From an optimization exercise on the open Yosys and OpenROAD flow, aimed at small area, a short achievable clock period and few clock cycles per item; shortcuts taken in it are not production practice.
Where RTL was checked, it was by simulation tests only, not by an equivalence proof against the original.
No activity file was given, so power comes from the tool's default toggle rates.

==> flow/design.v (excerpt) <==
module MGT_01_mul_unit
(  
  input  logic signed [31:0]       multiplier_i, multiplicand_i,
  input  logic                     clk_i, clk_en_i,                
  input  logic                     rst_n_i,                        
  input  logic [1:0]               operation_i,
  output logic signed [31:0]       result_o,
  output logic                     valid_o
);
Size in the first run: roughly 1200 cells after synthesis, about 15000 um^2 of cells after synthesis.
export LEC_CHECK = 0
export CAP_MARGIN = 20
export CORE_MARGIN = 2
export CORE_UTILIZATION = 55
export CTS_BUF_LIST = sky130_fd_sc_hd__clkbuf_8 sky130_fd_sc_hd__clkbuf_16
export PLACE_DENSITY = 0.65
export SLEW_MARGIN = 20
export SYNTH_HIERARCHICAL = 1
export SYNTH_MINIMUM_KEEP_SIZE = 0
create_clock -name core_clock -period 10.0 [get_ports {clk_i}]
standard.sh (not shown) runs the stock make flow with config.mk's settings and CLKGATE_MAP_FILE= SYNTH_SCRIPT=/design/flow/synth_recipe.tcl, a recipe that flattens the netlist after the stock synthesis.
==> flow/flow/run.sh <==
#!/bin/bash
# Layout flow: the standard ORFS flow (standard.sh), with
#  - buf_1 cells as the port buffers (buffer_ports' default pick is a slow
#    delay cell); every input and output port still gets its own buffer
#  - the Booth rows' a22oi_2 gates from synthesis sized down to a22oi_1
#    (same function and pins); timing repair sizes up what it needs
#  - timing repair aiming at a setup margin below the clock period
# Each tool's output goes to synth.log and standard.log.
set -e
export BUFFER_PORTS_ARGS="-buffer_cell sky130_fd_sc_hd__buf_1"
export SETUP_SLACK_MARGIN=${MARGIN:-6.75}
RES=orfs/results/sky130hd/MGT_01_mul_unit/base
bash standard.sh $PWD/$RES/1_2_yosys.v > synth.log 2>&1
sed -i 's/sky130_fd_sc_hd__a22oi_2 /sky130_fd_sc_hd__a22oi_1 /' $RES/1_2_yosys.v
bash standard.sh > standard.log 2>&1
Testbench counts at the start, summed over its fixed seeds: cycles 19,200, items 3,200.
Change:
--- a/flow/flow/run.sh
+++ b/flow/flow/run.sh
@@ -10,3 +10,3 @@
 export BUFFER_PORTS_ARGS="-buffer_cell sky130_fd_sc_hd__buf_1"
-export SETUP_SLACK_MARGIN=${MARGIN:-6.75}
+export SETUP_SLACK_MARGIN=${MARGIN:-6.5}
 RES=orfs/results/sky130hd/MGT_01_mul_unit/base
Settings changed: CTS_BUF_LIST sky130_fd_sc_hd__clkbuf_8 sky130_fd_sc_hd__clkbuf_16 to sky130_fd_sc_hd__clkbuf_8.
=> The new run finished with timing, DRC and antenna clean; global-route usage went up by 0.21 points; via count drops by 1.7%; hold slack got worse by 0.028 ns; clock-buffer cell count stays the same; routed wire length shrinks by 0.64%; total power goes down by 4.7%.
Change:
--- a/flow/flow/run.sh
+++ b/flow/flow/run.sh
@@ -10,3 +10,3 @@
 export BUFFER_PORTS_ARGS="-buffer_cell sky130_fd_sc_hd__buf_1"
-export SETUP_SLACK_MARGIN=${MARGIN:-6.5}
+export SETUP_SLACK_MARGIN=${MARGIN:-6.75}
 RES=orfs/results/sky130hd/MGT_01_mul_unit/base
Settings changed: ABC_CLOCK_PERIOD_IN_PS set to 3000, CTS_BUF_LIST sky130_fd_sc_hd__clkbuf_8 to not set.
Utilization increases by 2.6 points.
Die area does not change.
Total power came out higher by 4.9%.
Design area rises by 4.2%.
Register-to-register slack improved by 0.14 ns.
Clock power is higher by 39%.
Global-route usage decreases by 0.21 points.
Combinational power is higher by about 2%.
Change:
Settings changed: ABC_CLOCK_PERIOD_IN_PS 3000 to not set, CORE_UTILIZATION 55 to 70, PLACE_DENSITY 0.65 to 0.8.
The new run passed the timing, DRC and antenna checks.
Sequential share of layout area increases by 0.38 points.
First-iteration DRC count climbs by 39%.
Global-route usage rises by 5.9 points.
Design area shrinks by 1.4%.
Clock skew hardly moves.


## job 8997
Another version of the RTL of MGT_01_mul_unit (not shown whole).
Size in the first run: roughly 1,300 cells after synthesis, roughly 100 I/O pins, roughly 16,000 µm² of cells after synthesis.
Settings: LEC_CHECK=0, CAP_MARGIN=20, CORE_MARGIN=2, CORE_UTILIZATION=55, CTS_CLUSTER_DIAMETER=100, CTS_CLUSTER_SIZE=40, PLACE_DENSITY=0.65, SLEW_MARGIN=20, SYNTH_HIERARCHICAL=1, SYNTH_MINIMUM_KEEP_SIZE=0; clock period 10.0 ns.
==> flow/flow/run.sh <==
#!/bin/bash
# Layout flow: the standard ORFS flow (standard.sh), with
#  - buf_1 cells as the port buffers (buffer_ports' default pick is a slow
#    delay cell); every input and output port still gets its own buffer
#  - the Booth rows' a22oi_2 gates from synthesis sized down to a22oi_1
#    (same function and pins); timing repair sizes up what it needs
#  - timing repair aiming at a setup margin below the clock period
# Each tool's output goes to synth.log and standard.log.
set -e
export BUFFER_PORTS_ARGS="-buffer_cell sky130_fd_sc_hd__buf_1"
export SETUP_SLACK_MARGIN=${MARGIN:-6.5}
RES=orfs/results/sky130hd/MGT_01_mul_unit/base
bash standard.sh $PWD/$RES/1_2_yosys.v > synth.log 2>&1
sed -i 's/sky130_fd_sc_hd__a22oi_2 /sky130_fd_sc_hd__a22oi_1 /' $RES/1_2_yosys.v
bash standard.sh > standard.log 2>&1
Testbench counts of job 8997, summed over its fixed seeds: cycles 19,200, items 3,200.
## Diff of input files: job 1764 against job 8997
- removing CTS_CLUSTER_DIAMETER (formerly 100)
- removing CTS_CLUSTER_SIZE (formerly 40)
-- flow/flow/run.sh --
<<< job 8997, line 3
#  - buf_1 cells as the port buffers (buffer_ports' default pick is a slow
>>> job 1764, line 3
#  - buf_2 cells as the port buffers (buffer_ports' default pick is a slow
<<< job 8997, line 10
export BUFFER_PORTS_ARGS="-buffer_cell sky130_fd_sc_hd__buf_1"
export SETUP_SLACK_MARGIN=${MARGIN:-6.5}
>>> job 1764, line 10
export BUFFER_PORTS_ARGS="-buffer_cell sky130_fd_sc_hd__buf_2"
export SETUP_SLACK_MARGIN=${MARGIN:-6}
### Flow results
Every stage of the flow completed for job 1764, and the final layout passed the timing, DRC and antenna checks.
Between job 8997 and job 1764, the flow reports internal power summed over all cells decreasing by a few percent.
Against job 8997, job 1764 comes in 0.41 ns higher on shortest period the worst path allows.
Job 8997 -> job 1764: worst supply voltage drop on vdd increased by more than 10%
Input changes introduced in job 9867 (baseline for comparison: job 1764):
-- flow/flow/run.sh --
<<< job 1764, line 11
export SETUP_SLACK_MARGIN=${MARGIN:-6}
>>> job 9867, line 11
export SETUP_SLACK_MARGIN=${MARGIN:-8}
### Flow results
- Taking job 1764 as the reference, in job 9867 via count of the first global-routing pass has increased; cell area has increased; final weighted congestion in routability-driven placement has decreased.


Another version of the RTL of MGT_01_mul_unit (not shown whole).
Size: ~1,200 cells after synthesis, roughly 170 flip-flops.
// MGT_01_mul_unit
module MGT_01_mul_unit
(  
  input  logic signed [31:0]       multiplier_i, multiplicand_i,
  input  logic                     clk_i, clk_en_i,                
  input  logic                     rst_n_i,                        
  input  logic [1:0]               operation_i,
  output logic signed [31:0]       result_o,
  output logic                     valid_o
);
clock: 10.0 ns
lec_check: 0
cap_margin: 20
core_margin: 2
core_utilization: 55
place_density: 0.65
slew_margin: 20
synth_hierarchical: 1
synth_minimum_keep_size: 0
run.sh (not shown) runs the stock make flow with config.mk's settings and CLKGATE_MAP_FILE= SYNTH_SCRIPT=/design/flow/synth_recipe.tcl, a recipe that flattens the netlist after the stock synthesis.
Stock flow here: none of the scripts above is used.
==> next run, changes <==
==> flow/flow/run.sh (new file) <==
#!/bin/bash
# Layout flow: the standard flow, logged to standard.log
bash standard.sh > standard.log 2>&1
==> flow/standard.sh (new file) <==
#!/bin/bash
# synth_recipe.tcl (not shown) runs the flow's synth.tcl, then flattens the netlist and writes it again
# the make line also repeats each setting of config.mk as NAME=value (left out here)
make -C /OpenROAD-flow-scripts/flow DESIGN_CONFIG=/design/flow/config.mk WORK_HOME=/design/flow/orfs CLKGATE_MAP_FILE= SYNTH_SCRIPT=/design/flow/synth_recipe.tcl "${@:-finish}"
removed: flow/run.sh
=> Sequential power hardly moves. First-iteration DRC count is unchanged. Area after synthesis stays the same. Hold slack does not change. Wire length is unchanged. Power is unchanged. Critical path depth is unchanged. Utilization stays the same. Global-route usage does not change. Via count is unchanged. Cell count stays the same.
Function was not checked in any run of this note: the RTL went through the layout flow alone.


MGT_01_mul_unit, a different RTL version from the one above (not shown whole).
Size: roughly 1100 cells after synthesis, roughly 100 I/O pins.
// MGT_01_mul_unit
module MGT_01_mul_unit
(  
  input  logic signed [31:0]       multiplier_i, multiplicand_i,
  input  logic                     clk_i, clk_en_i,                
  input  logic                     rst_n_i,                        
  input  logic [1:0]               operation_i,
  output logic signed [31:0]       result_o,
  output logic                     valid_o
);
Settings: LEC_CHECK=0, CAP_MARGIN=20, CORE_MARGIN=2, CORE_UTILIZATION=55, CTS_BUF_LIST=sky130_fd_sc_hd__clkbuf_4 sky130_fd_sc_hd__clkbuf_8, PLACE_DENSITY=0.65, SLEW_MARGIN=20, SYNTH_HIERARCHICAL=1, SYNTH_MINIMUM_KEEP_SIZE=0; clock period 10.0 ns.
standard.sh (not shown) runs the stock make flow with config.mk's settings and CLKGATE_MAP_FILE= SYNTH_SCRIPT=/design/flow/synth_recipe.tcl, a recipe that flattens the netlist after the stock synthesis.
==> flow/flow/run.sh <==
#!/bin/bash
# Layout flow: the standard ORFS flow (standard.sh), with
#  - buf_2 cells as the port buffers (buffer_ports' default pick is a slow
#    delay cell); every input and output port still gets its own buffer
#  - the Booth rows' a22oi_2 gates from synthesis sized down to a22oi_1
#    (same function and pins); timing repair sizes up what it needs
#  - timing repair aiming at a setup margin below the clock period
# Each tool's output goes to synth.log and standard.log.
set -e
export BUFFER_PORTS_ARGS="-buffer_cell sky130_fd_sc_hd__buf_2"
export SETUP_SLACK_MARGIN=${MARGIN:-7}
RES=orfs/results/sky130hd/MGT_01_mul_unit/base
bash standard.sh $PWD/$RES/1_2_yosys.v > synth.log 2>&1
sed -i 's/sky130_fd_sc_hd__a22oi_2 /sky130_fd_sc_hd__a22oi_1 /' $RES/1_2_yosys.v
bash standard.sh > standard.log 2>&1
Testbench counts at the start, summed over its fixed seeds: cycles 22,400, items 3,200.
Edit:
==> flow/flow/run.sh (replaced) <==
#!/bin/bash
# Layout flow: the standard ORFS flow (standard.sh), with
#  - buf_2 cells as the port buffers (buffer_ports' default pick is a slow
#    delay cell), every input and output port still gets its own buffer
#  - timing repair aiming at a setup margin below the clock period
# Each tool's output goes to standard.log.
export BUFFER_PORTS_ARGS="-buffer_cell sky130_fd_sc_hd__buf_2"
export SETUP_SLACK_MARGIN=${MARGIN:-7}
bash standard.sh > standard.log 2>&1
--- a/flow/config.mk
+++ b/flow/config.mk
@@ -10,3 +10,2 @@
 export CORE_UTILIZATION = 55
-export CTS_BUF_LIST = sky130_fd_sc_hd__clkbuf_4 sky130_fd_sc_hd__clkbuf_8
 export PLACE_DENSITY = 0.65
The new run completed with no timing, DRC or antenna violations.
Final area increases by 3.5%.
Synthesized area increases by 5.1%.
Worst setup slack improved by 0.12 ns.
Core utilization decreases by 0.61 points.
Synthesized cell count is unchanged.
Register-to-register slack improved by 0.12 ns.
Sequential share of layout area decreases by 0.82 points.
Edit:
==> flow/run.sh (new file) <==
#!/bin/bash
# synth_recipe.tcl (not shown) runs the flow's synth.tcl, then flattens the netlist and writes it again
# the make line also repeats each setting of config.mk as NAME=value (left out here)
make -C /OpenROAD-flow-scripts/flow DESIGN_CONFIG=/design/flow/config.mk WORK_HOME=/design/flow/orfs CLKGATE_MAP_FILE= SYNTH_SCRIPT=/design/flow/synth_recipe.tcl finish
removed: flow/flow/run.sh
removed: flow/standard.sh
Outcome:
- The new run completed without violations
- synthesized area does not change
- critical path depth drops by 1
- sequential power barely changes
- total power is lower by 7.8%


MGT_01_mul_unit with an RTL version that a note above also has.
Size in the first run: roughly 100 I/O pins, ~16000 sq um of cells after synthesis.
clock: 10.0 ns
lec_check: 0
cap_margin: 20
core_margin: 2
core_utilization: 55
place_density: 0.65
slew_margin: 20
synth_hierarchical: 1
synth_minimum_keep_size: 0
==> flow/flow/run.sh <==
#!/bin/bash
# Layout flow: the standard ORFS flow (standard.sh), with
#  - buf_2 cells as the port buffers (buffer_ports' default pick is a slow
#    delay cell); every input and output port still gets its own buffer
#  - the Booth rows' a22oi_2 gates from synthesis sized down to a22oi_1
#    (same function and pins); timing repair sizes up what it needs
#  - timing repair aiming at a setup margin below the clock period
# Each tool's output goes to synth.log and standard.log.
set -e
export BUFFER_PORTS_ARGS="-buffer_cell sky130_fd_sc_hd__buf_2"
export SETUP_SLACK_MARGIN=${MARGIN:-6.5}
RES=orfs/results/sky130hd/MGT_01_mul_unit/base
bash standard.sh $PWD/$RES/1_2_yosys.v > synth.log 2>&1
sed -i 's/sky130_fd_sc_hd__a22oi_2 /sky130_fd_sc_hd__a22oi_1 /' $RES/1_2_yosys.v
bash standard.sh > standard.log 2>&1
Testbench counts at the start, summed over its fixed seeds: cycles 19,200, items 3,200.
Next try:
--- a/flow/flow/run.sh
+++ b/flow/flow/run.sh
@@ -11 +11 @@
-export SETUP_SLACK_MARGIN=${MARGIN:-6.5}
+export SETUP_SLACK_MARGIN=${MARGIN:-7}
What happened: The new run passed the timing, DRC and antenna checks; flip-flop and latch count does not change; clock-buffer cell count goes up by 1; die area is unchanged; final cell count increases by about 0.33%; combinational power climbs by about 7%; sequential share of layout area is lower by 1.6 points; routed wire length grows by about 5%.


Setup of P:
MGT_01_mul_unit with an RTL version that a note above also has.
For scale: ~1200 cells after synthesis.
export LEC_CHECK = 0
export CAP_MARGIN = 20
export CORE_MARGIN = 2
export CORE_UTILIZATION = 55
export PLACE_DENSITY = 0.65
export SLEW_MARGIN = 20
export SYNTH_HIERARCHICAL = 1
export SYNTH_MINIMUM_KEEP_SIZE = 0
create_clock -name core_clock -period 10.0 [get_ports {clk_i}]
==> flow/flow/run.sh <==
#!/bin/bash
# Layout flow: the standard ORFS flow (standard.sh), with
#  - buf_1 cells as the port buffers (buffer_ports' default pick is a slow
#    delay cell); every input and output port still gets its own buffer
#  - the Booth rows' a22oi_2 gates from synthesis sized down to a22oi_1
#    (same function and pins); timing repair sizes up what it needs
#  - timing repair aiming at a setup margin below the clock period
# Each tool's output goes to synth.log and standard.log.
set -e
export BUFFER_PORTS_ARGS="-buffer_cell sky130_fd_sc_hd__buf_1"
export SETUP_SLACK_MARGIN=${MARGIN:-6.75}
RES=orfs/results/sky130hd/MGT_01_mul_unit/base
bash standard.sh $PWD/$RES/1_2_yosys.v > synth.log 2>&1
sed -i 's/sky130_fd_sc_hd__a22oi_2 /sky130_fd_sc_hd__a22oi_1 /' $RES/1_2_yosys.v
bash standard.sh > standard.log 2>&1
Testbench counts of P, summed over its fixed seeds: cycles 19,200, items 3,200.
Here is what was changed in the inputs of Q compared with P.
--- a/flow/flow/run.sh
+++ b/flow/flow/run.sh
@@ -11 +11 @@
-export SETUP_SLACK_MARGIN=${MARGIN:-6.75}
+export SETUP_SLACK_MARGIN=${MARGIN:-6.5}
Notes after the runs:
Maximum frequency in Q is 5.8% lower than in P. Relative to P, power decreased by 1.5% in Q. Q: post-detailed-route via-to-cell ratio lower than P. On final period utilization: between Q and P, it ends up lower for P. Looking only at power density normalized to cell area, and setting everything else aside, the higher value of Q and P goes to Q. Number of buffers other than clock buffers in the final layout (Q vs. P) decreases by a few percent. Core utilization of the finished layout for Q is lower than for P. Looking at portion of total power attributed to combinational logic, Q sits 0.2 points higher than P does. Q went all the way through synthesis, placement and routing and the layout is clean on timing, DRC and antenna. On reg-to-reg setup timing slack, the higher figure sits with P, not Q.

## separate check: timing with driven ports
The results above use ideal ports. As a check the final layouts listed here were re-extracted and re-timed, cells and wires unchanged. Step 1, drivers: a clkbuf_16 drives clk_i and a buf_2 each remaining input, both assumed. Step 2 adds t to the input delays and takes it off the output delays; t is the mean of the earliest and latest rising clock arrival at the registers after step 1. Input paths then give back, and output paths get back, about the clock's delay inside the block. a / b / c = ideal ports / drivers / drivers and shift; a / b = the first two.
| run | t, ns | setup WS [ns] | worst setup path at the end | worst register clock-pin slew, ns |
|---|---|---|---|---|
| the first run of note 1 | 0.482 | 6.792 / 6.792 / 6.403 | input to register | 0.08 / 0.08 |
| the second run of note 1 | 0.532 | 6.589 / 6.613 / 6.082 | input to register | 0.12 / 0.12 |
| the third run of note 1 | 0.482 | 6.792 / 6.792 / 6.403 | input to register | 0.08 / 0.08 |
| the fourth run of note 1 | 0.488 | 6.717 / 6.717 / 6.369 | input to register | 0.08 / 0.08 |
| job 8997 | 0.495 | 6.608 / 6.608 / 6.250 | input to register | 0.08 / 0.08 |
| job 1764 | 0.499 | 6.200 / 6.232 / 5.733 | input to register | 0.08 / 0.08 |
| job 9867 | 0.498 | 6.739 / 6.739 / 6.397 | input to register | 0.08 / 0.08 |
| the first run of note 3 | 0.478 | 5.985 / 5.985 / 5.985 | register to register | 0.08 / 0.08 |
| the second run of note 3 | 0.478 | 5.985 / 5.985 / 5.985 | register to register | 0.08 / 0.08 |
| the first run of note 4 | 0.518 | 6.707 / 6.707 / 6.553 | input to register | 0.10 / 0.10 |
| the second run of note 4 | 0.473 | 6.827 / 6.827 / 6.574 | input to register | 0.07 / 0.07 |
| the third run of note 4 | 0.480 | 6.068 / 6.068 / 6.042 | input to register | 0.08 / 0.08 |
| the first run of note 5 | 0.490 | 6.622 / 6.622 / 6.178 | input to register | 0.08 / 0.08 |
| the second run of note 5 | 0.495 | 6.779 / 6.779 / 6.395 | input to register | 0.08 / 0.08 |
| P | 0.482 | 6.792 / 6.792 / 6.403 | input to register | 0.08 / 0.08 |
| Q | 0.494 | 6.594 / 6.596 / 6.130 | input to register | 0.08 / 0.08 |
After both steps every run listed still meets setup and hold. For the second run of note 1, which loses most, drivers alone change the setup slack by +0.024 ns; drivers and shift together by -0.507 ns.
